This design comes from an exercise in tuning for small area on the open sky130 flow, not from production work. Where RTL was checked, it was by simulation tests only, not by an equivalence proof against the original. For run 1, only the layout was checked, not whether the RTL still works. Power and IR drop assume default switching activity.

File: flow/standard.sh
#!/bin/bash
# synth_recipe.tcl (not shown) runs the flow's synth.tcl, then flattens the netlist and writes it again
# the make line also repeats each setting of config.mk as NAME=value (left out here)
make -C /OpenROAD-flow-scripts/flow DESIGN_CONFIG=/design/flow/config.mk WORK_HOME=/design/flow/orfs CLKGATE_MAP_FILE= SYNTH_SCRIPT=/design/flow/synth_recipe.tcl "${@:-finish}"
File: flow/design.v
module sc_add #(parameter W = 8) (
    input  [W-1:0] a,
    input  [W-1:0] b,
    input          ci,
    output [W-1:0] s
);
    wire [W:0] c;
    assign c[0] = ci;
    genvar k;
    generate
        for (k = 0; k < W; k = k + 1) begin : bit_
            assign s[k]   = a[k] ^ b[k] ^ c[k];
            assign c[k+1] = (a[k] & b[k]) | (a[k] & c[k]) | (b[k] & c[k]);
        end
    endgenerate
endmodule
module sc_uart (
    input            clk,
    input            rst,
    input            uart_rx,
    output reg [7:0] rx_byte,
    output reg [2:0] bidx,
    output           flip,       
    output           new_bit,    
    output     [9:0] LEDR,
    output     [6:0] HEX0,
    output     [6:0] HEX1,
    output     [6:0] HEX2
);
    localparam S_IDLE = 2'd0, S_START = 2'd1, S_DATA = 2'd2, S_STOP = 2'd3;
    reg [2:0]  rx_sync;
    reg        rx_data, rx_prev;
    reg [1:0]  state;
    reg [12:0] cnt;
    reg [7:0]  led;
    reg        hex_ok;
    wire [12:0] cstep = {cnt[11:0], cnt[12] ^ cnt[3] ^ cnt[2] ^ cnt[0]};
    wire cnt_half = cnt == 13'd3518;
    wire cnt_full = cnt == 13'd4887;
    wire cnt_end  = (state == S_START) ? cnt_half : cnt_full;
    wire data_end = (state == S_DATA) & cnt_full;
    wire start_ok = (state == S_START) & cnt_half & ~rx_data;
    assign new_bit = start_ok | (data_end & (bidx != 3'd7));
    assign flip    = data_end & (rx_data != rx_byte[bidx]);
    always @(posedge clk) begin
        if (rst) begin
            rx_sync <= 3'b111;
            rx_data <= 1'b1;
            rx_prev <= 1'b1;
            state   <= S_IDLE;
            bidx    <= 3'd0;
            rx_byte <= 8'd0;
            led     <= 8'd0;
            hex_ok  <= 1'b0;
        end else begin
            rx_sync <= {rx_sync[1:0], uart_rx};
            rx_data <= rx_sync[2];
            rx_prev <= rx_data;
            case (state)
                S_IDLE:  if (rx_prev & ~rx_data) state <= S_START;
                S_START: if (cnt_half) state <= rx_data ? S_IDLE : S_DATA;
                S_DATA:  if (cnt_full) begin
                             rx_byte[bidx] <= rx_data;
                             bidx <= bidx + 3'd1;
                             if (bidx == 3'd7) state <= S_STOP;
                         end
                S_STOP:  if (cnt_full) begin
                             state <= S_IDLE;
                             if (rx_data && rx_byte <= 8'd200) begin
                                 led    <= rx_byte;
                                 hex_ok <= 1'b1;
                             end
                         end
            endcase
        end
    end
    always @(posedge clk)
        cnt <= (state == S_IDLE || cnt_end) ? 13'd1 : cstep;
    function [6:0] seg7;
        input [3:0] d;
        case (d)
            4'd0: seg7 = 7'b1000000;
            4'd1: seg7 = 7'b1111001;
            4'd2: seg7 = 7'b0100100;
            4'd3: seg7 = 7'b0110000;
            4'd4: seg7 = 7'b0011001;
            4'd5: seg7 = 7'b0010010;
            4'd6: seg7 = 7'b0000010;
            4'd7: seg7 = 7'b1111000;
            4'd8: seg7 = 7'b0000000;
            4'd9: seg7 = 7'b0010000;
            default: seg7 = 7'b0000000;
        endcase
    endfunction
    wire [7:0] led_ones = led % 8'd10;
    wire [7:0] led_tens = (led / 8'd10) % 8'd10;
    wire [7:0] led_hund = led / 8'd100;
    assign LEDR = {2'b00, led};
    assign HEX0 = hex_ok ? seg7(led_ones[3:0]) : 7'b1111111;
    assign HEX1 = hex_ok ? seg7(led_tens[3:0]) : 7'b1111111;
    assign HEX2 = hex_ok ? seg7(led_hund[3:0]) : 7'b1111111;
endmodule
module sc_song (
    input             clk,
    input             rst,
    input             play_n,
    output     [11:0] song_sel
);
    reg        playing, prev_key;
    reg [4:0]  nidx;
    reg [12:0] ntimer;
    wire [12:0] dur =
        (nidx == 5'd1 || nidx == 5'd3 || nidx == 5'd19 || nidx == 5'd21) ? 13'd5137 :
        (nidx == 5'd8) ? 13'd1173 :
        (nidx == 5'd13 || nidx == 5'd15 || nidx == 5'd17) ? 13'd2353 :
        (nidx == 5'd24 || nidx == 5'd25 || nidx == 5'd26) ? 13'd483 : 13'd5497;
    wire [12:0] tstep = {ntimer[11:0], ntimer[12] ^ ntimer[3] ^ ntimer[2] ^ ntimer[0]};
    wire        tzero = ntimer == 13'd1;
    assign song_sel = {nidx == 5'd21,                                    
                       nidx == 5'd23,                                    
                       nidx == 5'd19 || nidx == 5'd24,                   
                       1'b0,
                       nidx == 5'd11 || nidx == 5'd15 || nidx == 5'd25,  
                       2'b00,
                       nidx == 5'd17,                                    
                       4'b0000};
    always @(posedge clk) begin
        if (rst) begin
            nidx     <= 5'd0;
            playing  <= 1'b0;
            prev_key <= 1'b1;
        end else begin
            if (prev_key & ~play_n) playing <= ~playing;
            prev_key <= play_n;
            if (playing) begin
                if (tzero) nidx <= nidx + 5'd1;
            end else
                nidx <= 5'd0;
        end
    end
    always @(posedge clk) begin
        if (playing) ntimer <= tzero ? dur : tstep;
        else         ntimer <= 13'd1;
    end
endmodule
module sc_bend (
    input               clk,
    input               rst,
    input               flip,
    input               new_bit,
    input  [7:0]        rx_byte,
    input  [2:0]        bidx,
    output reg [409:0] mainv,
    output reg          bvalid      
);
    reg [409:0] sh;      
    reg [4:0]   wi, bp;   
    reg [2:0]   w5;       
    reg [24:0]  cr;       
    wire [7:0]  uc    = rx_byte ^ (8'd1 << bidx);
    wire [8:0]  z     = 9'd200 - {1'b0, uc};
    wire        neg   = z[8];
    wire        cw    = (w5 == 3'd1);
    wire        ew    = (w5 == 3'd0);
    wire [4:0] da = wi & {5{cw}};
    reg [16:0] d;
    always @(*) begin
        case (da)
            5'd0: d = 17'd26554;
            5'd1: d = 17'd95493;
            5'd2: d = 17'd90186;
            5'd3: d = 17'd85118;
            5'd4: d = 17'd80421;
            5'd5: d = 17'd75955;
            5'd6: d = 17'd71700;
            5'd7: d = 17'd69599;
            5'd8: d = 17'd64063;
            5'd9: d = 17'd60262;
            5'd10: d = 17'd56818;
            5'd11: d = 17'd53837;
            5'd12: d = 17'd51130;
            5'd13: d = 17'd47746;
            5'd14: d = 17'd45029;
            5'd15: d = 17'd42558;
            5'd16: d = 17'd40213;
            5'd17: d = 17'd37977;
            5'd18: d = 17'd35850;
            5'd19: d = 17'd34799;
            5'd20: d = 17'd32031;
            5'd21: d = 17'd30105;
            5'd22: d = 17'd28530;
            5'd23: d = 17'd27213;
            default: d = 17'bx;
        endcase
    end
    wire        ng0   = (wi == 5'd1) | (wi == 5'd2) | (wi == 5'd3) | (wi == 5'd4) | (wi == 5'd5) | (wi == 5'd6) | (wi == 5'd7);
    wire        ng1   = (wi == 5'd8) | (wi == 5'd9) | (wi == 5'd10) | (wi == 5'd11) | (wi == 5'd12) | (wi == 5'd13) | (wi == 5'd14) | (wi == 5'd15) | (wi == 5'd16) | (wi == 5'd17) | (wi == 5'd18) | (wi == 5'd19);
    wire        ng2   = (wi == 5'd0) | (wi == 5'd20) | (wi == 5'd21) | (wi == 5'd22) | (wi == 5'd23);
    wire [4:0]  nlast = ng0 ? 5'd17 : ng1 ? 5'd16 : 5'd15;
    wire [4:0]  npre  = ng0 ? 5'd0 : ng1 ? 5'd1 : 5'd2;
    wire [24:0] kinit = ng0 ? 25'd43008 : ng1 ? 25'd17408 : 25'd4608;
    wire [4:0]  mk    = bp - npre;                        
    wire        mul   = cw & (mk <= 5'd8);
    wire        first = mul & (mk == 5'd8);
    wire        zk    = z[mk[3:0]];
    wire        addon = mul & zk;
    wire [24:0] base  = first ? (neg ? kinit : 25'd0) : cr;
    wire [24:0] addend = addon ? ({8'd0, d} ^ {25{first}}) : 25'd0;
    wire [24:0] sum;
    sc_add #(25) add_cr (.a({base[23:0], 1'b0}), .b(addend), .ci(addon & first), .s(sum));
    wire [7:0]  t     = cr[24:17];
    wire        q     = t >= 8'd100;
    wire [7:0]  tq    = t - 8'd100;
    wire [6:0]  rn    = q ? tq[6:0] : t[6:0];
    always @(posedge clk) begin
        cr <= {mul ? sum[24:18] : rn, sum[17:0]};
        sh <= {sh[408:0], ew ? q : sh[409]};
        if (new_bit) begin
            wi <= 5'd16;
            bp <= 5'd7;
            w5 <= 3'd2;
        end else if (bp == 5'd0) begin
            wi <= (wi == 5'd0) ? 5'd23 : wi - 5'd1;
            bp <= nlast;
            w5 <= (w5 == 3'd0) ? 3'd4 : w5 - 3'd1;
        end else
            bp <= bp - 5'd1;
    end
    always @(posedge clk) begin
        if (rst) bvalid <= 1'b0;
        else if (flip) bvalid <= 1'b1;
        if (flip) mainv <= sh;
    end
endmodule
module sc_voice #(
    parameter [18:0] D4 = 19'd0,
    parameter [18:0] D5 = 19'd0
) (
    input        clk,
    input        rst,
    input [18:0] b4,      
    input [18:0] b5,
    input        oct4,
    input        octon,
    input        bend,
    input        bvalid,
    input        en,
    input [1:0]  wsel,
    output       cmp
);
    wire [18:0] bentv = oct4 ? b4 : b5;
    wire [18:0] dbl   = oct4 ? {D4[17:0], 1'b0} : {D5[17:0], 1'b0};
    wire [18:0] plain = oct4 ? D4 : D5;
    wire        act   = en & octon;
    wire [18:0] dp    = bend ? (bvalid ? bentv : dbl) : plain;
    wire [18:0] thr   = (wsel == 2'b01) ? {1'b0, dp[18:1]} :
                        (wsel == 2'b11) ? {2'b00, dp[18:2]} : dp;
    reg  [18:0] ph;
    wire [18:0] a1 = {1'b0, ph[18:1]};
    wire [19:0] c1, c2;    
    assign c1[0] = 1'b0;
    assign c2[0] = 1'b0;
    genvar k;
    generate
        for (k = 0; k < 19; k = k + 1) begin : cmp_
            assign c1[k+1] = (~a1[k] & dp[k])  | ((~a1[k] | dp[k])  & c1[k]);
            assign c2[k+1] = (~ph[k] & thr[k]) | ((~ph[k] | thr[k]) & c2[k]);
        end
    endgenerate
    wire clr = ~act | ~c1[19];    
    always @(posedge clk)
        ph <= (rst | clr) ? 19'd0 : ph + 19'd1;
    assign cmp = act & c2[19];
endmodule
module sc_filter (
    input             clk,
    input             rst,
    input             en,
    input      [2:0]  s,
    input      [5:0]  code,
    output reg [31:0] aout
);
    reg [26:0] a;    
    always @(*) begin
        case (code)
            6'd0: a = 27'd130467728;
            6'd1: a = 27'd130780228;
            6'd2: a = 27'd131092728;
            6'd3: a = 27'd131405228;
            6'd4: a = 27'd131717728;
            6'd5: a = 27'd132030228;
            6'd6: a = 27'd132342728;
            6'd7: a = 27'd132655228;
            6'd8: a = 27'd132967728;
            6'd9: a = 27'd133280228;
            6'd10: a = 27'd133592728;
            6'd11: a = 27'd133905228;
            6'd12: a = 27'd0;
            6'd13: a = 27'd312500;
            6'd14: a = 27'd625000;
            6'd15: a = 27'd937500;
            6'd16: a = 27'd1250000;
            6'd17: a = 27'd1562500;
            6'd18: a = 27'd1875000;
            6'd19: a = 27'd2187500;
            6'd20: a = 27'd2500000;
            6'd21: a = 27'd2812500;
            6'd22: a = 27'd3125000;
            6'd23: a = 27'd3437500;
            6'd24: a = 27'd3750000;
            6'd32: a = 27'd133280228;
            6'd33: a = 27'd133358353;
            6'd34: a = 27'd133436478;
            6'd35: a = 27'd133514603;
            6'd36: a = 27'd133592728;
            6'd37: a = 27'd133670853;
            6'd38: a = 27'd133748978;
            6'd39: a = 27'd133827103;
            6'd40: a = 27'd133905228;
            6'd41: a = 27'd133983353;
            6'd42: a = 27'd134061478;
            6'd43: a = 27'd134139603;
            6'd44: a = 27'd0;
            6'd45: a = 27'd78125;
            6'd46: a = 27'd156250;
            6'd47: a = 27'd234375;
            6'd48: a = 27'd312500;
            6'd49: a = 27'd390625;
            6'd50: a = 27'd468750;
            6'd51: a = 27'd546875;
            6'd52: a = 27'd625000;
            6'd53: a = 27'd703125;
            6'd54: a = 27'd781250;
            6'd55: a = 27'd859375;
            6'd56: a = 27'd937500;
            default: a = 27'bx;
        endcase
    end
    reg  [5:0]  dl0, dl1, dl2, dl3;
    reg  [28:0] avgp;      
    reg  [31:0] wsum;      
    wire [5:0] xa = dl3 & {6{en}};
    reg [28:0] x;
    always @(*) begin
        case (xa)
            6'd0: x = 29'd533120912;
            6'd1: x = 29'd533433412;
            6'd2: x = 29'd533745912;
            6'd3: x = 29'd534058412;
            6'd4: x = 29'd534370912;
            6'd5: x = 29'd534683412;
            6'd6: x = 29'd534995912;
            6'd7: x = 29'd535308412;
            6'd8: x = 29'd535620912;
            6'd9: x = 29'd535933412;
            6'd10: x = 29'd536245912;
            6'd11: x = 29'd536558412;
            6'd12: x = 29'd0;
            6'd13: x = 29'd312500;
            6'd14: x = 29'd625000;
            6'd15: x = 29'd937500;
            6'd16: x = 29'd1250000;
            6'd17: x = 29'd1562500;
            6'd18: x = 29'd1875000;
            6'd19: x = 29'd2187500;
            6'd20: x = 29'd2500000;
            6'd21: x = 29'd2812500;
            6'd22: x = 29'd3125000;
            6'd23: x = 29'd3437500;
            6'd24: x = 29'd3750000;
            6'd32: x = 29'd535933412;
            6'd33: x = 29'd536011537;
            6'd34: x = 29'd536089662;
            6'd35: x = 29'd536167787;
            6'd36: x = 29'd536245912;
            6'd37: x = 29'd536324037;
            6'd38: x = 29'd536402162;
            6'd39: x = 29'd536480287;
            6'd40: x = 29'd536558412;
            6'd41: x = 29'd536636537;
            6'd42: x = 29'd536714662;
            6'd43: x = 29'd536792787;
            6'd44: x = 29'd0;
            6'd45: x = 29'd78125;
            6'd46: x = 29'd156250;
            6'd47: x = 29'd234375;
            6'd48: x = 29'd312500;
            6'd49: x = 29'd390625;
            6'd50: x = 29'd468750;
            6'd51: x = 29'd546875;
            6'd52: x = 29'd625000;
            6'd53: x = 29'd703125;
            6'd54: x = 29'd781250;
            6'd55: x = 29'd859375;
            6'd56: x = 29'd937500;
            default: x = 29'bx;
        endcase
    end
    wire [28:0] avgn;
    sc_add #(29) add_avg (.a(avgp), .b(x), .ci(1'b0), .s(avgn));
    wire [28:0] ap = {a, 2'b00};
    wire [28:0] r0 = s[0] ? avgp : ap;
    wire [28:0] r1 = s[1] ? avgp : ap;
    wire [28:0] r2 = s[2] ? avgp : ap;
    wire [30:0] t1;
    sc_add #(31) add_t1 (.a({2'b00, r1}), .b({1'b0, r2, 1'b0}), .ci(1'b0), .s(t1));
    wire [31:0] w2;
    sc_add #(32) add_w2 (.a({1'b0, t1}), .b({1'b0, r0, 2'b00}), .ci(1'b0), .s(w2));
    wire [36:0] o1 = {t1, 6'd0};
    wire [36:0] o2 = {5'd0, w2};
    wire [36:0] o3 = {2'b00, w2, 3'd0};
    wire [36:0] cs = o1 ^ o2 ^ o3;
    wire [36:0] cc = (o1 & o2) | (o1 & o3) | (o2 & o3);
    wire [36:0] f;
    sc_add #(37) add_f (.a(cs), .b({cc[35:0], 1'b0}), .ci(1'b0), .s(f));
    always @(posedge clk) begin
        if (rst) begin
            dl0  <= 6'd12;
            dl1  <= 6'd12;
            dl2  <= 6'd12;
            dl3  <= 6'd12;
            avgp <= 29'd0;
            wsum <= 32'd0;
            aout <= 32'd0;
        end else if (en) begin
            dl0  <= code;
            dl1  <= dl0;
            dl2  <= dl1;
            dl3  <= dl2;
            avgp <= avgn;
            wsum <= f[36:5];
            aout <= wsum;
        end else
            aout <= {a, 5'd0};
    end
endmodule
module synth_core (
    input             clk,
    input             rst_n,
    input             play_n,
    input      [9:0]  SW,
    input      [11:0] GPIO_0,
    input             uart_rx,
    output     [31:0] audio_out,
    output     [9:0]  LEDR,
    output     [6:0]  HEX0,
    output     [6:0]  HEX1,
    output     [6:0]  HEX2
);
    wire rst = ~rst_n;
    wire [7:0]  rx_byte;
    wire [2:0]  bidx;
    wire        flip, new_bit;
    sc_uart uart (
        .clk(clk), .rst(rst), .uart_rx(uart_rx), .rx_byte(rx_byte), .bidx(bidx),
        .flip(flip), .new_bit(new_bit), .LEDR(LEDR), .HEX0(HEX0), .HEX1(HEX1),
        .HEX2(HEX2));
    wire [11:0] song_sel;
    sc_song song (.clk(clk), .rst(rst), .play_n(play_n), .song_sel(song_sel));
    wire [11:0] nsel = SW[0] ? song_sel : GPIO_0;
    wire [409:0] mainv;
    wire         bvalid;
    sc_bend bend (
        .clk(clk), .rst(rst), .flip(flip), .new_bit(new_bit), .rx_byte(rx_byte),
        .bidx(bidx), .mainv(mainv), .bvalid(bvalid));
    wire neg   = rx_byte > 8'd200;
    wire [18:0] b4_0 = {neg, mainv[17:0]};
    wire [18:0] b4_1 = {neg, mainv[35:18]};
    wire [18:0] b4_2 = {neg, mainv[53:36]};
    wire [18:0] b4_3 = {neg, mainv[71:54]};
    wire [18:0] b4_4 = {neg, mainv[89:72]};
    wire [18:0] b4_5 = {neg, mainv[107:90]};
    wire [18:0] b4_6 = {neg, mainv[125:108]};
    wire [18:0] b4_7 = {neg, neg, mainv[142:126]};
    wire [18:0] b4_8 = {neg, neg, mainv[159:143]};
    wire [18:0] b4_9 = {neg, neg, mainv[176:160]};
    wire [18:0] b4_10 = {neg, neg, mainv[193:177]};
    wire [18:0] b4_11 = {neg, neg, mainv[210:194]};
    wire [18:0] b5_0 = {neg, neg, mainv[227:211]};
    wire [18:0] b5_1 = {neg, neg, mainv[244:228]};
    wire [18:0] b5_2 = {neg, neg, mainv[261:245]};
    wire [18:0] b5_3 = {neg, neg, mainv[278:262]};
    wire [18:0] b5_4 = {neg, neg, mainv[295:279]};
    wire [18:0] b5_5 = {neg, neg, mainv[312:296]};
    wire [18:0] b5_6 = {neg, neg, mainv[329:313]};
    wire [18:0] b5_7 = {neg, neg, neg, mainv[345:330]};
    wire [18:0] b5_8 = {neg, neg, neg, mainv[361:346]};
    wire [18:0] b5_9 = {neg, neg, neg, mainv[377:362]};
    wire [18:0] b5_10 = {neg, neg, neg, mainv[393:378]};
    wire [18:0] b5_11 = {neg, neg, neg, mainv[409:394]};
    wire octon = SW[9] | SW[8];
    wire [11:0] cmp;
    sc_voice #(.D4(19'd95493), .D5(19'd47746)) v0 (
        .clk(clk), .rst(rst), .b4(b4_0), .b5(b5_0), .oct4(SW[9]),
        .octon(octon), .bend(SW[7]), .bvalid(bvalid), .en(nsel[0]), .wsel(SW[6:5]),
        .cmp(cmp[0]));
    sc_voice #(.D4(19'd90186), .D5(19'd45029)) v1 (
        .clk(clk), .rst(rst), .b4(b4_1), .b5(b5_1), .oct4(SW[9]),
        .octon(octon), .bend(SW[7]), .bvalid(bvalid), .en(nsel[1]), .wsel(SW[6:5]),
        .cmp(cmp[1]));
    sc_voice #(.D4(19'd85118), .D5(19'd42558)) v2 (
        .clk(clk), .rst(rst), .b4(b4_2), .b5(b5_2), .oct4(SW[9]),
        .octon(octon), .bend(SW[7]), .bvalid(bvalid), .en(nsel[2]), .wsel(SW[6:5]),
        .cmp(cmp[2]));
    sc_voice #(.D4(19'd80421), .D5(19'd40213)) v3 (
        .clk(clk), .rst(rst), .b4(b4_3), .b5(b5_3), .oct4(SW[9]),
        .octon(octon), .bend(SW[7]), .bvalid(bvalid), .en(nsel[3]), .wsel(SW[6:5]),
        .cmp(cmp[3]));
    sc_voice #(.D4(19'd75955), .D5(19'd37977)) v4 (
        .clk(clk), .rst(rst), .b4(b4_4), .b5(b5_4), .oct4(SW[9]),
        .octon(octon), .bend(SW[7]), .bvalid(bvalid), .en(nsel[4]), .wsel(SW[6:5]),
        .cmp(cmp[4]));
    sc_voice #(.D4(19'd71700), .D5(19'd35850)) v5 (
        .clk(clk), .rst(rst), .b4(b4_5), .b5(b5_5), .oct4(SW[9]),
        .octon(octon), .bend(SW[7]), .bvalid(bvalid), .en(nsel[5]), .wsel(SW[6:5]),
        .cmp(cmp[5]));
    sc_voice #(.D4(19'd69599), .D5(19'd34799)) v6 (
        .clk(clk), .rst(rst), .b4(b4_6), .b5(b5_6), .oct4(SW[9]),
        .octon(octon), .bend(SW[7]), .bvalid(bvalid), .en(nsel[6]), .wsel(SW[6:5]),
        .cmp(cmp[6]));
    sc_voice #(.D4(19'd64063), .D5(19'd32031)) v7 (
        .clk(clk), .rst(rst), .b4(b4_7), .b5(b5_7), .oct4(SW[9]),
        .octon(octon), .bend(SW[7]), .bvalid(bvalid), .en(nsel[7]), .wsel(SW[6:5]),
        .cmp(cmp[7]));
    sc_voice #(.D4(19'd60262), .D5(19'd30105)) v8 (
        .clk(clk), .rst(rst), .b4(b4_8), .b5(b5_8), .oct4(SW[9]),
        .octon(octon), .bend(SW[7]), .bvalid(bvalid), .en(nsel[8]), .wsel(SW[6:5]),
        .cmp(cmp[8]));
    sc_voice #(.D4(19'd56818), .D5(19'd28530)) v9 (
        .clk(clk), .rst(rst), .b4(b4_9), .b5(b5_9), .oct4(SW[9]),
        .octon(octon), .bend(SW[7]), .bvalid(bvalid), .en(nsel[9]), .wsel(SW[6:5]),
        .cmp(cmp[9]));
    sc_voice #(.D4(19'd53837), .D5(19'd27213)) v10 (
        .clk(clk), .rst(rst), .b4(b4_10), .b5(b5_10), .oct4(SW[9]),
        .octon(octon), .bend(SW[7]), .bvalid(bvalid), .en(nsel[10]), .wsel(SW[6:5]),
        .cmp(cmp[10]));
    sc_voice #(.D4(19'd51130), .D5(19'd26554)) v11 (
        .clk(clk), .rst(rst), .b4(b4_11), .b5(b5_11), .oct4(SW[9]),
        .octon(octon), .bend(SW[7]), .bvalid(bvalid), .en(nsel[11]), .wsel(SW[6:5]),
        .cmp(cmp[11]));
    wire [11:0] up = nsel & cmp;
    wire [11:0] nd = ~nsel | cmp;
    reg  [4:0]  cnt;
    integer vi;
    always @(*) begin
        cnt = 5'd0;
        for (vi = 0; vi < 12; vi = vi + 1)
            cnt = cnt + up[vi] + nd[vi];
    end
    reg [4:0] vc;     
    reg       low;    
    always @(posedge clk) begin
        vc  <= rst ? 5'd12 : cnt;
        low <= (SW[6:5] == 2'b10);
    end
    wire [31:0] aout;
    sc_filter filt (
        .clk(clk), .rst(rst), .en(SW[4]), .s(SW[3:1]), .code({low, vc}),
        .aout(aout));
    assign audio_out = aout;
endmodule
File: flow/flow/abc_area_own.script
strash
balance; rewrite; refactor; balance; rewrite; rewrite -z; balance; refactor -z; rewrite -z; balance
balance; rewrite; refactor; balance; rewrite; rewrite -z; balance; refactor -z; rewrite -z; balance
dch -f
amap
strash
dch -f
amap
topo
File: flow/config.mk
export PLATFORM = sky130hd
export DESIGN_NAME = synth_core
export DESIGN_NICKNAME = synth_core
export VERILOG_FILES = /design/flow/design.v
export SDC_FILE = /design/flow/constraint.sdc
export NUM_CORES = 4
export LEC_CHECK = 0
export ABC_AREA = 1
export CAP_MARGIN = 20
export CORE_MARGIN = 2
export CORE_UTILIZATION = 68
export CTS_CLUSTER_DIAMETER = 100
export CTS_CLUSTER_SIZE = 30
export PLACE_DENSITY = 0.75
export SLEW_MARGIN = 20
File: flow/constraint.sdc
create_clock -name core_clock -period 45.0 [get_ports {clk}]
set_input_delay 9.0000 -clock core_clock [delete_from_list [all_inputs] [get_ports {clk}]]
set_output_delay 9.0000 -clock core_clock [all_outputs]
set_load 0.01 [all_outputs]
File: flow/flow/run.sh
#!/bin/bash
# Own layout flow: the standard flow (standard.sh) unchanged, except that
# the synthesis maps logic with a stronger ABC area script
# (flow/abc_area_own.script). The synthesis script is the standard flow's
# synth_recipe.tcl, with Yosys's abc command wrapped so that it reads that
# script; every other step, and the registers, are the standard flow's.
set -euo pipefail
W=$(pwd)
cp flow/abc_area_own.script "$W/abc_area_own.script"
{
  echo 'proc abc {args} {'
  echo '  set i [lsearch -exact $args -script]'
  echo "  if {\$i >= 0} { lset args [expr {\$i + 1}] {$W/abc_area_own.script} }"
  echo '  yosys abc {*}$args'
  echo '}'
  cat synth_recipe.tcl
} > "$W/own_synth.tcl"
sed "s#SYNTH_SCRIPT=[^ ]*#SYNTH_SCRIPT=$W/own_synth.tcl#" standard.sh > "$W/own_standard.sh"
grep -q "SYNTH_SCRIPT=$W/own_synth.tcl" "$W/own_standard.sh"
bash "$W/own_standard.sh" > "$W/own_flow_make.log" 2>&1
test -s out/final.def
==> results of run 1 <==
## registers in the layout, summed over array words and instances (netlist names), 19 cells and up, named ones only
signal and flops:
filt.aout 32, v8.ph 19, v4.ph 19, v6.ph 19, v0.ph 19, v10.ph 19
bend.sh 410, bend.cr 25, v1.ph 19, v3.ph 19, v5.ph 19, filt.avgp 29
v11.ph 19, v2.ph 19, filt.wsum 32, bend.mainv 410, v7.ph 19, v9.ph 19
## area by class of cell
class	count	area (um2)	area share
multi-input cells	3950	24400	0.402
clock inverters	8	131	0.00217
diodes	4	10.0	0.000165
well taps	1070	1340	0.0221
repair buffers	148	1380	0.0228
inverters	641	2420	0.0399
flip-flops and latches	1270	29500	0.487
clock buffers	85	1440	0.0237
## stage by stage
step	util	cell area (um2)
6_report	0.739	60600
5_1_grt	0.739	60600
3_5_place_dp	0.720	59000
2_1_floorplan	-	56300
3_3_place_gp	0.720	59000
4_1_cts	0.739	60600
## worst max-delay path by stage
| stage | to | slack [ps] | depth (start not counted) |
|---|---|---|---|
| 2_1_floorplan | vc[2] | 17360 | 49 |
| 3_3_place_gp | filt.wsum[31] | 18730 | 52 |
| 3_5_place_dp | filt.wsum[31] | 18590 | 52 |
| 4_1_cts | filt.wsum[31] | 19220 | 52 |
| 5_1_grt | filt.wsum[30] | 18300 | 53 |
| 6_report | filt.wsum[30] | 19070 | 52 |
## routing by layer
layer | routed length (um) | track usage | share of wire | vias to the layer above
met5 | 0 | 0 | 0 | -
met1 | 58800 | 0.450 | 0.44 | 21200
met4 | 3570 | 0.0835 | 0.026 | 0
li1 | - | - | - | 21821
met2 | 61900 | 0.508 | 0.46 | 1757
met3 | 10900 | 0.0341 | 0.081 | 249
## cell usage in the layout (no fill, tap or decap), types with 15 or more instances in the layout
cell | netlist | routed
a211oi_1 | 118 | 118
a21boi_0 | 52 | 52
a21o_1 | 18 | 18
a21oi_1 | 352 | 352
a221oi_1 | 155 | 155
a222oi_1 | 128 | 128
a22oi_1 | 30 | 30
a311oi_1 | 15 | 15
a31oi_1 | 95 | 95
and3_1 | 15 | 15
buf_4 | 3 | 58
clkbuf_1 | 0 | 32
clkbuf_16 | 0 | 52
clkdlybuf4s50_1 | 0 | 84
clkinv_1 | 641 | 633
dfxtp_1 | 860 | 859
edfxtp_1 | 410 | 410
fa_1 | 131 | 131
ha_1 | 115 | 115
nand2_1 | 421 | 420
nand3_1 | 22 | 22
nor2_1 | 1030 | 1025
nor2b_1 | 52 | 52
nor3_1 | 49 | 49
o21a_1 | 131 | 131
o21ai_0 | 429 | 427
o21bai_1 | 20 | 20
o221ai_1 | 51 | 51
o22a_1 | 19 | 19
o22ai_1 | 274 | 274
or2_0 | 117 | 115
or3_1 | 20 | 20
## where the power goes
group / total [mW] / internal (mW) / switching [mW] / leakage (nW)
Combinational: 1.41 / 0.555 / 0.857 / 8.60
Sequential: 1.27 / 1.24 / 0.0340 / 11.1
Clock: 0.575 / 0.227 / 0.349 / 0.739
Total: 3.26 / 2.02 / 1.24 / 20.5
## worst register-to-register path: cells and delay by family (launching register included)
| kind | cells | cell delay, ps |
|---|---|---|
| compound gates | 7 | 1520 |
| fa+ha+maj | 35 | 13740 |
| buf+inv | 5 | 630 |
| flops | 1 | 430 |
| simple gates | 6 | 800 |
## Yosys cell counts, types with 117 or more instances
cell and n:
a211oi_1 118, clkinv_1 641, or2_0 117, dfxtp_1 860
o22ai_1 274, a222oi_1 128, a21oi_1 352, o21a_1 131
nor2_1 1030, fa_1 131, o21ai_0 429, edfxtp_1 410
nand2_1 421, a221oi_1 155
## logic make-up after synthesis
group,after synthesis
xor gates and xnor gates,1
DFF,1270
AOI/OAI and AO/OA,1954
and+or+nand+nor,1747
adders and majority gates,246
buffers and inverters,645
other,1
==> metrics.yaml, run 1 <==
dpl.hpwl_um: 91300
cp_common_cell: "fa_1"
slowest_delay_ps: 660
reg2reg_from: "vc[3]"
clkSlewWorstSetupHoldPaths_ps: 120
post_cts_resized: 0
fin_skew_ps: 35.4
crit_type: "in -> reg"
period_needed_ps: 25930
vias: 45027
ir_drop_uv: 67.3
final_nets: 6333
clockRootBuffer: "clkbuf_16"
hold_start: "bend.sh[349]"
rsz0062_at_grt: "false"
synth_fa_ha_area_frac: 0.0722
synth_edf_count: 410
grt_pass1_vias: 41505
cp-start-kind: "primary input"
critPathRequiredTime_ps: 45490
detail-route-antenna-nets: 0
crit_buf_inv: 7
final.period_utilization: 0.576
yosysTopAreaCell: "dfxtp_1"
synthArstFlopShare: 0
critPathArrivalTime_ps: 26420
holdPathEnd: "bend.sh[350]"
avgSynthCellArea_um2: 9.59
endpoint_kind: "flop"
slew_headroom: 0.282
firstDrtPassIters: 10
synthSimpleGateAreaFrac: 0.128
track_usage: 0.313
timing.final.ws_setup_ps: 19070
finalSetupTns_ps: 0
fill_cells: 6118
die_y_um: 292
clock_sinks: 1270
fmax_mhz: 38.6
drv_cap: 0
synth_compound_area_frac: 0.231
r2r_slack_ps: 27740
globalRoute.totalOverflow: 0
cts_buffers: 50
holdBufCountCts: 0
netlist_instances: 5864
min_path_cells: 0
synth_area_leaders: "dfxtp_1 (31%), edfxtp_1 (22%), nor2_1 (6.9%)"
rows: 105
yosys.area.top_type_share: 0.306
area_growth_pct: 7.77
grt_pass1_wl_um: 217000
worst_hold_slack_ps: 337
r2r-end: "filt.wsum[30]"
io_pins: 89
drv_slew: 0
h-tree-depth: 2
wl_per_cell_um: 18.8
finalWeightedCongestion: 0.910
crit_fanout: 29
start_util: 0.686
design.die.area_mm2: 0.0850
status: "no timing/DRC/antenna violations"
ys_ff_latch: 1270
via_per_inst: 6.27
drive_above_1_share: 0.0234
cts_tree: "built"
hp-class: "reg -> reg"
synth_top_family_by_area: "compound AO/OA/AOI/OAI gates"
crit_family: "adder cells"
post-cts-setup-buffers: 0
p_leak_nw: 20.5
clk_path_buf_depth: 3
port_buffers: 86
dp_cells: 7078
core_area_mm2: 0.0820
synth-seq-area-share: 0.525
setup_viol: 0
slowest_stage: "clkinv_1"
total_power_mw: 3.26
yosys_warnings: 17
finalWirelength_um: 135000
syn_area_mm2: 0.0563
synth_mux_area_frac: 0
synth_xor_area_frac: 0.000156
power_per_cell_area_mw_per_mm2: 53.7
fp.dieW_um: 292
worst_pin_slew_ps: 1070
post-route-drc-count: 0
antenna_found_initial: 1
clk_latency_ps: 670
reg2regPathDepth: 53
grt_max_degree: 170
synthDistinctLibCells: 53
synth_flop_cell: "dfxtp_1"
crit_start: "SW[2]"
dp_slack_ps: 18590
final_cells: 7176
drt-initial-drc-count: 5115
hold_violations: 0
==> run 2: changes to the inputs <==
--- a/flow/design.v
+++ b/flow/design.v
@@ -65,5 +65,5 @@
                              if (bidx == 3'd7) state <= S_STOP;
                          end
-                S_STOP:  if (cnt_full) begin
+                default: if (cnt_full) begin           
                              state <= S_IDLE;
                              if (rx_data && rx_byte <= 8'd200) begin
==> flow/flow/abc_area_own.script (replaced) <==
strash
&get -n
&deepsyn -T 20
&put
dch -f
amap
strash
dch -f
amap
topo
--- a/flow/config.mk
+++ b/flow/config.mk
@@ -9,7 +9,8 @@
 export CAP_MARGIN = 20
 export CORE_MARGIN = 2
-export CORE_UTILIZATION = 68
+export CORE_UTILIZATION = 55
 export CTS_CLUSTER_DIAMETER = 100
 export CTS_CLUSTER_SIZE = 30
-export PLACE_DENSITY = 0.75
+export GPL_TIMING_DRIVEN = 0
+export PLACE_DENSITY = 0.65
 export SLEW_MARGIN = 20
==> run 2 against run 1 <==
Effect of this change: setup slack worse by 540 ps; final area is 0.34% higher; clock power is 3% higher; utilization is 13 points lower; sequential power hardly changed; count of clock-buffer cells in the layout is 3 lower; critical path type unchanged; maximum frequency is 2.0% lower; largest cell class unchanged; combinational power is 6% lower; largest power group unchanged; via count is 4.0% lower; routed wire length is 2.4% higher; first-iteration DRC count is 13% lower.
==> metrics.yaml, run 2 <==
status: "no timing/DRC/antenna violations"  # unchanged
final_nets: 6106  # was 6333
holdBufCountCts: 0  # unchanged
period_needed_ps: 26460  # was 25930 ps
synth_xor_area_frac: 0  # was 0.000156
timing.final.ws_setup_ps: 18540  # was 19070 ps
yosysMostFrequentCell: "nor2_1"  # unchanged
final.period_utilization: 0.588  # was 0.576
synth_fa_ha_area_frac: 0.0728  # was 0.0722
cp-start-kind: "primary input"  # unchanged
synth_mux_area_frac: 0  # unchanged
synthDistinctLibCells: 52  # was 53
clockRootBuffer: "clkbuf_16"  # unchanged
slowest_stage: "clkdlybuf4s50_1"  # was clkinv_1
combPwrFrac: 0.415  # was 0.433
netlist_instances: 5619  # was 5864
final_common_cell: "nor2_1"  # unchanged
dpl_cell_area_mm2: 0.0592  # was 0.0590 mm2
cts_tree: "built"  # unchanged
clk_latency_ps: 690  # was 670 ps
power_per_cell_area_mw_per_mm2: 52.3  # was 53.7 mW/mm2
yosysTopAreaCell: "dfxtp_1"  # unchanged
clk_path_buf_depth: 3  # unchanged
detail-route-antenna-nets: 0  # unchanged
cp_common_cell: "fa_1"  # unchanged
antenna_found_initial: 5  # was 1
syn_area_mm2: 0.0551  # was 0.0563 mm2
synthSimpleGateAreaFrac: 0.113  # was 0.128
met3_usage: 0.0302  # was 0.0341
port_buffers: 86  # unchanged
synth_compound_area_frac: 0.230  # was 0.231
grt_most_used_layer: "met2"  # unchanged
finalWeightedCongestion: 0.894  # was 0.910
clkSlewWorstSetupHoldPaths_ps: 120  # about the same
p_sw_mw: 1.18  # was 1.24 mW
die_y_um: 321  # was 292 um
slowest_delay_ps: 1140  # was 660 ps
ir_drop_uv: 51.7  # was 67.3 uV
yosys_warnings: 17  # unchanged
fin_skew_ps: 31.8  # was 35.4 ps
synth_area_leaders: "dfxtp_1 (31%), edfxtp_1 (22%), nor2_1 (6.3%)"  # was dfxtp_1 (31%), edfxtp_1 (22%), nor2_1 (6.9%)
dpl.hpwl_um: 96900  # was 91300 um
vias: 43209  # was 45027
area_growth_pct: 10.4  # was 7.77%
critPathArrivalTime_ps: 27070  # was 26420 ps
wl_per_cell_um: 19.3  # was 18.8 um
worst_pin_slew_ps: 1060  # was 1070 ps
p_leak_nw: 19.2  # was 20.5 nW
io_pins: 89  # unchanged
drive_above_1_share: 0.0311  # was 0.0234
layout_common_cells: "nor2_1 (913), dfxtp_1 (859), clkinv_1 (689)"  # was nor2_1 (1025), dfxtp_1 (859), clkinv_1 (633)
drv_slew: 0  # unchanged
fin_area_mm2: 0.0608  # was 0.0606 mm2
design.die.area_mm2: 0.103  # was 0.0850 mm2
finalWirelength_um: 139000  # was 135000 um
drv_cap: 0  # unchanged
slew_headroom: 0.284  # was 0.282
h-tree-depth: 2  # unchanged
synth_edf_count: 410  # unchanged
dp_cells: 7083  # was 7078
post_cts_resized: 0  # unchanged
post-cts-setup-buffers: 0  # unchanged
fmax_mhz: 37.8  # was 38.6 MHz
grt_use_met1: 0.363  # was 0.450
p_seq_frac: 0.399  # was 0.390
avgSynthCellArea_um2: 9.81  # was 9.59 um2
hold_violations: 0  # unchanged
ys_ff_latch: 1270  # unchanged
clock_sinks: 1270  # unchanged
critPathRequiredTime_ps: 45600  # was 45490 ps
drt-initial-drc-count: 4449  # was 5115
crit_type: "in -> reg"  # unchanged
track_usage: 0.266  # was 0.313
core_area_mm2: 0.0997  # was 0.0820 mm2
worst_hold_slack_ps: 335  # was 337 ps
crit_fanout: 28  # was 29
synth_top_family_by_area: "compound AO/OA/AOI/OAI gates"  # unchanged
rsz0062_at_grt: "false"  # unchanged
synthArstFlopShare: 0  # unchanged
setup_viol: 0  # unchanged
switching_share: 0.372  # was 0.381
grt_max_degree: 72  # was 170
largestRegisters: "bend.mainv x410, bend.sh x410"  # unchanged
dp_slack_ps: 17860  # was 18590 ps
finalSetupTns_ps: 0  # unchanged
yosys.area.top_type_share: 0.312  # was 0.306
post-route-drc-count: 0  # unchanged
start_util: 0.553  # was 0.686
rows: 116  # was 105
cts_buffers: 51  # was 50
via_per_inst: 6.02  # was 6.27
synth-seq-area-share: 0.536  # was 0.525
netlist_top_cells_count: "nor2_1 (928), dfxtp_1 (860), clkinv_1 (700)"  # was nor2_1 (1030), dfxtp_1 (860), clkinv_1 (641)
p_int_mw: 2.00  # was 2.02 mW
endpoint_kind: "flop"  # unchanged
pwr-share-clk: 0.186  # was 0.177
grt_pass1_vias: 40496  # was 41505
final_cells: 7178  # was 7176
post-route-util: 0.610  # was 0.739
globalRoute.totalOverflow: 0  # unchanged
grt_pass1_wl_um: 220000  # was 217000 um
hp-class: "reg -> reg"  # unchanged
grt_util_met2: 0.453  # was 0.508
total_power_mw: 3.18  # was 3.26 mW
fp.dieW_um: 321  # was 292 um
synth_flop_cell: "dfxtp_1"  # unchanged
antennaDiodeCount: 0  # was 4
firstDrtPassIters: 13  # was 10
-- run 2: changes by cell type after synthesis, sizes merged, moves of 24 or more --
cell	previous run	this run
a21oi	352	295
nand2	421	378
o21ai	429	388
clkinv	641	700
a222oi	128	152
o22ai	274	323
nor2	1030	928
o21a	131	98
a221oi	155	128
a31oi	95	18
or2	117	28
-- run 2: worst paths after layout --
| check | end | cells after the start | startpoint | slack (ps) |
|---|---|---|---|---|
| setup / recovery | filt.wsum[31] | 52 | SW[2] | 18540 |
| hold / removal | bend.sh[383] | 0 | bend.sh[382] | 330 |
| setup reg to reg | filt.wsum[31] | 52 | vc[0] | 27800 |
| hold reg to reg | bend.sh[383] | 0 | bend.sh[382] | 330 |
-- run 2: cell type report --
class,count,area [um2]
fillers,8455,38900
flip-flops and latches,1270,29500
multi-input cells,3646,23000
inverters,700,2660
repair buffers,165,2330
well taps,1298,1620
clock buffers,82,1440
clock inverters,13,169
plain buffers,4,26.3
-- run 2: power by group through the flow --
stage          sequential (mW)  clock [mW]  combinational [mW]
2_1_floorplan             1.29           0                1.01
3_3_place_gp              1.30           0                1.29
3_5_place_dp              1.30           0                1.31
4_1_cts                   1.27       0.605                1.32
5_1_grt                   1.28       0.642                1.53
6_report                  1.27       0.591                1.32
-- run 2: critical path: cells and delay by family --
kind                     cells  cell delay (ps)
adder cells (fa/ha/maj)     37            14240
AO/OA/AOI/OAI                3              470
AND/OR/NAND/NOR              4              670
buffers and inverters        8             2650
-- run 2: routing by layer --
metal,wire length [um],part of all wire
met5,12,0.000087
met4,3280,0.024
met3,7530,0.054
met2,65700,0.47
met1,62000,0.45
-- run 2: cells by family (layout without fill, tap and decap cells) --
family                     after synthesis  after routing
other                                    1              2
AOI/OAI and AO/OA                     1863           1863
buffers and inverters                  704            964
and+or+nand+nor                       1539           1539
DFF                                   1270           1270
adders and majority gates              242            242
==> run 3: changes to the inputs <==
--- a/flow/config.mk
+++ b/flow/config.mk
@@ -12,5 +12,4 @@
 export CTS_CLUSTER_DIAMETER = 100
 export CTS_CLUSTER_SIZE = 30
-export GPL_TIMING_DRIVEN = 0
 export PLACE_DENSITY = 0.65
 export SLEW_MARGIN = 20
==> run 3 against run 2 <==
Effect of this change: synthesized cell count did not move; via count barely moved; maximum frequency rose by 3.4%; power rose by 1.1%; critical path depth did not move; sequential power barely moved; clock skew rose by 17 ps; critical endpoint unchanged.
==> metrics.yaml, run 3 <==
crit_type: "in -> reg"  # unchanged
rsz0062_at_grt: "false"  # unchanged
globalRoute.totalOverflow: 0  # unchanged
final_cells: 7157  # was 7178
clock_sinks: 1270  # unchanged
r2r_slack_ps: 27930  # was 27800 ps
endpoint_kind: "flop"  # unchanged
holdBufCountCts: 0  # unchanged
reg2regPathDepth: 52  # unchanged
p_leak_nw: 18.8  # was 19.2 nW
finalWeightedCongestion: 0.895  # was 0.894
final_common_cell: "nor2_1"  # unchanged
cp_common_cell: "fa_1"  # unchanged
critPathArrivalTime_ps: 26210  # was 27070 ps
clkSlewWorstSetupHoldPaths_ps: 110  # was 120 ps
fin_skew_ps: 48.7  # was 31.8 ps
finalSetupTns_ps: 0  # unchanged
design.die.area_mm2: 0.103  # unchanged
hold_start: "bend.sh[238]"  # was bend.sh[382]
antennaDiodeCount: 0  # unchanged
start_util: 0.553  # unchanged
clk_latency_ps: 710  # was 690 ps
vias: 43173  # was 43209
yosys.area.top_type_share: 0.312  # unchanged
drive_above_1_share: 0.0253  # was 0.0311
fmax_mhz: 39.1  # was 37.8 MHz
drv_cap: 0  # unchanged
grt_pass1_wl_um: 222000  # was 220000 um
setup_viol: 0  # unchanged
rows: 116  # unchanged
yosysMostFrequentCell: "nor2_1"  # unchanged
status: "no timing/DRC/antenna violations"  # unchanged
synth-seq-area-share: 0.536  # unchanged
drv_slew: 0  # unchanged
slew_headroom: 0.231  # was 0.284
synth_edf_count: 410  # unchanged
synth_area_leaders: "dfxtp_1 (31%), edfxtp_1 (22%), nor2_1 (6.3%)"  # unchanged
wl_per_cell_um: 19.7  # was 19.3 um
crit_fanout: 28  # unchanged
netlist_top_cells_count: "nor2_1 (928), dfxtp_1 (860), clkinv_1 (700)"  # unchanged
cp-start-kind: "primary input"  # unchanged
fp.dieW_um: 321  # unchanged
holdPathEnd: "bend.sh[239]"  # was bend.sh[383]
ys_ff_latch: 1270  # unchanged
antenna_found_initial: 5  # unchanged
post-cts-setup-buffers: 0  # unchanged
avgSynthCellArea_um2: 9.81  # unchanged
dpl_cell_area_mm2: 0.0582  # was 0.0592 mm2
dpl.hpwl_um: 95600  # was 96900 um
post_cts_resized: 0  # unchanged
netlist_instances: 5619  # unchanged
register_area_mm2: 0.0295  # about the same
slowest_delay_ps: 600  # was 1140 ps
multiInputGateArea_mm2: 0.0230  # about the same
layout_common_cells: "nor2_1 (917), dfxtp_1 (860), clkinv_1 (696)"  # was nor2_1 (913), dfxtp_1 (859), clkinv_1 (689)
slowest_stage: "clkinv_1"  # was clkdlybuf4s50_1
final_nets: 6085  # was 6106
fin_area_mm2: 0.0598  # was 0.0608 mm2
largestRegisters: "bend.mainv x410, bend.sh x410"  # unchanged
period_needed_ps: 25590  # was 26460 ps
die_y_um: 321  # unchanged
clockRootBuffer: "clkbuf_16"  # unchanged
area_growth_pct: 8.53  # was 10.4%
worst_hold_slack_ps: 327  # was 335 ps
detail-route-antenna-nets: 0  # unchanged
track_usage: 0.271  # was 0.266
dp_cells: 7062  # was 7083
clk_path_buf_depth: 3  # unchanged
synthDistinctLibCells: 52  # unchanged
crit_family: "adder cells"  # unchanged
firstDrtPassIters: 9  # was 13
ir_drop_uv: 63.5  # was 51.7 uV
yosys_warnings: 17  # unchanged
via_per_inst: 6.03  # was 6.02
synthArstFlopShare: 0  # unchanged
power_per_cell_area_mw_per_mm2: 53.8  # was 52.3 mW/mm2
yosysTopAreaCell: "dfxtp_1"  # unchanged
r2r-end: "filt.wsum[31]"  # unchanged
cp.depth: 52  # unchanged
cts_tree: "built"  # unchanged
h-tree-depth: 2  # unchanged
drt-initial-drc-count: 4489  # was 4449
final.period_utilization: 0.569  # was 0.588
grt_pass1_vias: 40091  # was 40496
cts_buffers: 51  # unchanged
syn_area_mm2: 0.0551  # unchanged
hp-class: "reg -> reg"  # unchanged
hold_violations: 0  # unchanged
min_path_cells: 0  # unchanged
post-route-drc-count: 0  # unchanged
grt_max_degree: 187  # was 72
crit_buf_inv: 9  # was 8
synth_flop_cell: "dfxtp_1"  # unchanged
port_buffers: 86  # unchanged
fill_cells: 8627  # was 8455
total_power_mw: 3.22  # was 3.18 mW
core_area_mm2: 0.0997  # unchanged
worst_pin_slew_ps: 1150  # was 1060 ps
io_pins: 89  # unchanged
reg2reg_from: "vc[0]"  # unchanged
critPathRequiredTime_ps: 45620  # was 45600 ps
finalWirelength_um: 141000  # was 139000 um
run 3: cell counts after synthesis:
No cell type changed its count.
run 3: cells by family (layout without fill, tap and decap cells):
kind of cell	count (synthesis)	in the layout	synth area share
other cells	1	2	0.0000681
compound gates	1863	1863	0.230
simple gates	1539	1539	0.113
flops	1270	1270	0.536
buf+inv	704	943	0.0482
fa+ha+maj	242	242	0.0728
run 3: worst max path at each step:
stage | start | endpoint | slack, ps
global placement | SW[3] | filt.wsum[31] | 18920
global route | SW[2] | filt.wsum[31] | 18660
finish | SW[2] | filt.wsum[31] | 19410
detailed placement | SW[2] | filt.wsum[31] | 18800
floorplan | uart.cnt[0] | bend.mainv[0] | 12050
CTS | SW[2] | filt.wsum[31] | 19520
run 3: cell type report:
class,count,area share
clock buffers,81,0.0236
inverters,700,0.0440
flip-flops and latches,1270,0.494
well taps,1298,0.0272
repair buffers,148,0.0232
clock inverters,14,0.00308
multi-input cells,3646,0.385
run 3: stage by stage:
stage	utilization	setup WS [ps]
2_1_floorplan	-	12050
3_3_place_gp	0.584	18920
3_5_place_dp	0.584	18800
4_1_cts	0.600	19520
5_1_grt	0.600	18660
6_report	0.600	19410
run 3: worst reg2reg max path, delay by kind of cell (launching register included):
kind | cells | cell delay (ps)
AOI/OAI and AO/OA | 4 | 710
adders and majority gates | 36 | 14040
buffers and inverters | 7 | 940
DFF | 1 | 530
and+or+nand+nor | 5 | 770
run 3: layer usage:
metal | GRT usage | share of wire
met1 | 0.373 | 0.44
met2 | 0.450 | 0.46
met3 | 0.0261 | 0.058
met4 | 0.0935 | 0.036
met5 | 0 | 0
run 3: power by group:
part	total (mW)	switching [mW]	internal (mW)
Clock	0.587	0.360	0.227
Sequential	1.27	0.0321	1.24
Combinational	1.36	0.819	0.538
Total	3.22	1.21	2.00
==> run 4: changes to the inputs <==
--- a/flow/config.mk
+++ b/flow/config.mk
@@ -7,5 +7,5 @@
 export LEC_CHECK = 0
 export ABC_AREA = 1
-export CAP_MARGIN = 20
+export CAP_MARGIN = 10
 export CORE_MARGIN = 2
 export CORE_UTILIZATION = 55
@@ -13,3 +13,3 @@
 export CTS_CLUSTER_SIZE = 30
 export PLACE_DENSITY = 0.65
-export SLEW_MARGIN = 20
+export SLEW_MARGIN = 10
==> run 4 against run 3 <==
Effect of this change: critical endpoint unchanged; utilization is essentially flat; highest routed layer unchanged; maximum frequency is essentially flat; via count is essentially flat; final area is essentially flat.
==> metrics.yaml, run 4 <==
post_cts_resized: 0  # unchanged
ys_ff_latch: 1270  # unchanged
post-route-drc-count: 0  # unchanged
finalSetupTns_ps: 0  # unchanged
worst_pin_slew_ps: 1150  # about the same
rows: 116  # unchanged
clk_path_buf_depth: 3  # unchanged
detail-route-antenna-nets: 0  # unchanged
fp.dieW_um: 321  # unchanged
power_per_cell_area_mw_per_mm2: 53.8  # about the same
slowest_stage: "clkinv_1"  # unchanged
grt_pass1_vias: 40091  # unchanged
cts_buffers: 51  # unchanged
yosys.area.top_type_share: 0.312  # unchanged
netlist_instances: 5619  # unchanged
dp_slack_ps: 18800  # unchanged
globalRoute.totalOverflow: 0  # unchanged
critPathRequiredTime_ps: 45610  # was 45620 ps
hold_start: "bend.sh[238]"  # unchanged
hp-class: "reg -> reg"  # unchanged
port_buffers: 86  # unchanged
yosys_warnings: 17  # unchanged
timing.final.ws_setup_ps: 19400  # was 19410 ps
finalWeightedCongestion: 0.895  # unchanged
drv_slew: 0  # unchanged
synth_top_family_by_area: "compound AO/OA/AOI/OAI gates"  # unchanged
largestRegisters: "bend.mainv x410, bend.sh x410"  # unchanged
dp_cells: 7062  # unchanged
synth-seq-area-share: 0.536  # unchanged
endpoint_kind: "flop"  # unchanged
syn_area_mm2: 0.0551  # unchanged
slew_headroom: 0.230  # was 0.231
die_y_um: 321  # unchanged
fill_cells: 8630  # was 8627
drv_cap: 0  # unchanged
drive_above_1_share: 0.0253  # unchanged
min_path_cells: 0  # unchanged
crit_fanout: 28  # unchanged
area_growth_pct: 8.51  # was 8.53%
final_common_cell: "nor2_1"  # unchanged
cp-start-kind: "primary input"  # unchanged
post-cts-setup-buffers: 0  # unchanged
synthDistinctLibCells: 52  # unchanged
antennaDiodeCount: 0  # unchanged
final.period_utilization: 0.569  # about the same
netlist_top_cells_count: "nor2_1 (928), dfxtp_1 (860), clkinv_1 (700)"  # unchanged
cp_common_cell: "fa_1"  # unchanged
critPathArrivalTime_ps: 26210  # about the same
io_pins: 89  # unchanged
synth_compound_area_frac: 0.230  # unchanged
synth_edf_count: 410  # unchanged
synth_mux_area_frac: 0  # unchanged
yosysTopAreaCell: "dfxtp_1"  # unchanged
rsz0062_at_grt: "false"  # unchanged
drt-initial-drc-count: 4489  # unchanged
grt_pass1_wl_um: 222000  # unchanged
grt_max_degree: 187  # unchanged
r2r_slack_ps: 27920  # was 27930 ps
crit_type: "in -> reg"  # unchanged
fin_area_mm2: 0.0598  # about the same
avgSynthCellArea_um2: 9.81  # unchanged
h-tree-depth: 2  # unchanged
hold_violations: 0  # unchanged
ir_drop_uv: 63.5  # about the same
fmax_mhz: 39.1  # about the same
dpl_cell_area_mm2: 0.0582  # unchanged
setup_viol: 0  # unchanged
holdBufCountCts: 0  # unchanged
period_needed_ps: 25600  # was 25590 ps
holdPathEnd: "bend.sh[239]"  # unchanged
wl_per_cell_um: 19.7  # about the same
finalWirelength_um: 141000  # about the same
track_usage: 0.271  # unchanged
antenna_found_initial: 5  # unchanged
core_area_mm2: 0.0997  # unchanged
synth_flop_cell: "dfxtp_1"  # unchanged
clkSlewWorstSetupHoldPaths_ps: 110  # about the same
firstDrtPassIters: 10  # was 9
slowest_delay_ps: 600  # about the same
design.die.area_mm2: 0.103  # unchanged
total_power_mw: 3.22  # about the same
via_per_inst: 6.03  # about the same
cts_tree: "built"  # unchanged
reg2reg_from: "vc[0]"  # unchanged
reg2regPathDepth: 52  # unchanged
dpl.hpwl_um: 95600  # unchanged
worst_hold_slack_ps: 327  # about the same
start_util: 0.553  # unchanged
r2r-end: "filt.wsum[31]"  # unchanged
clk_latency_ps: 710  # about the same
clock_sinks: 1270  # unchanged
p_leak_nw: 18.8  # about the same
final_cells: 7157  # unchanged
clockRootBuffer: "clkbuf_16"  # unchanged
final_nets: 6085  # unchanged
synth_area_leaders: "dfxtp_1 (31%), edfxtp_1 (22%), nor2_1 (6.3%)"  # unchanged
layout_common_cells: "nor2_1 (917), dfxtp_1 (860), clkinv_1 (696)"  # unchanged
yosysMostFrequentCell: "nor2_1"  # unchanged
synth_xor_area_frac: 0  # unchanged
post-route-util: 0.600  # about the same
synthArstFlopShare: 0  # unchanged
synth_fa_ha_area_frac: 0.0728  # unchanged
vias: 43160  # was 43173
status: "no timing/DRC/antenna violations"  # unchanged
fin_skew_ps: 49.3  # was 48.7 ps
synthSimpleGateAreaFrac: 0.113  # unchanged
==> run 4: cell counts after synthesis <==
Identical to the previous run, type by type.
==> run 4: kinds of logic (layout without fill, tap and decap cells) <==
| logic type | after synthesis | in the layout |
|---|---|---|
| AOI/OAI and AO/OA | 1863 | 1863 |
| and+or+nand+nor | 1539 | 1539 |
| DFF | 1270 | 1270 |
| buffers and inverters | 704 | 943 |
| adders and majority gates | 242 | 242 |
| other | 1 | 2 |
==> run 4: report_power, final <==
group | internal [mW] | switching (mW) | total [mW]
Combinational | 0.538 | 0.819 | 1.36
Sequential | 1.24 | 0.0321 | 1.27
Clock | 0.227 | 0.360 | 0.587
==> run 4: critical path, delay by kind of cell <==
family	cells	cell delay, ps
AOI/OAI and AO/OA	4	850
adders and majority gates	36	14020
buffers and inverters	9	1930
and+or+nand+nor	3	340
==> run 4: how the worst max path moves through the flow <==
stage,from,to,slack [ps],cells past startpoint
floorplan,uart.cnt[0],bend.mainv[0],12050,6
global placement,SW[3],filt.wsum[31],18920,53
detailed placement,SW[2],filt.wsum[31],18800,52
CTS,SW[2],filt.wsum[31],19520,52
global route,SW[2],filt.wsum[31],18650,53
finish,SW[2],filt.wsum[31],19400,52
==> run 4: per-layer routing <==
layer | global-route usage | part of all wire | vias up
li1 | - | - | 21026
met5 | 0 | 0 | -
met4 | 0.0935 | 0.035 | 0
met2 | 0.450 | 0.46 | 1387
met3 | 0.0261 | 0.057 | 239
met1 | 0.373 | 0.45 | 20508
==> run 4: final cells by class <==
type | instances | area [um2] | area share
flip-flops and latches | 1270 | 29500 | 0.494
multi-input cells | 3646 | 23000 | 0.385
inverters | 700 | 2630 | 0.0440
well taps | 1298 | 1620 | 0.0272
clock buffers | 81 | 1410 | 0.0236
repair buffers | 148 | 1380 | 0.0231
clock inverters | 14 | 184 | 0.00308

-- afterwards: timing with drivers on the ports --
No port has a modelled driver above. Below, the same layouts with a new extraction and two added sets of constraints.
Step 1 sets driving cells, clkbuf_16 on the clock port and buf_2 on the other inputs (assumed; they add their load-dependent delay and slew).
Step 2 times the ports against the registers' clock, not the clock port: input delays grow and output delays shrink by t, the midpoint of the rising clock arrivals with the driver on.
a / b / c = ideal ports / drivers / drivers and shift; a / b = the first two.
run	t, ns	setup WS [ns]	worst register clock-pin slew, ns	worst data-port slew with drivers (ns)
run 1	0.726	19.073 / 19.123 / 18.398	0.12 / 0.12	0.05
run 2	0.745	18.536 / 18.555 / 17.810	0.12 / 0.12	0.16
run 3	0.752	19.406 / 19.448 / 18.696	0.12 / 0.12	0.16
run 4	0.752	19.401 / 19.443 / 18.691	0.12 / 0.12	0.16
After both steps every run listed still meets setup and hold. For run 2, which loses most, drivers alone change the setup slack by +0.019 ns; drivers and shift together by -0.726 ns.
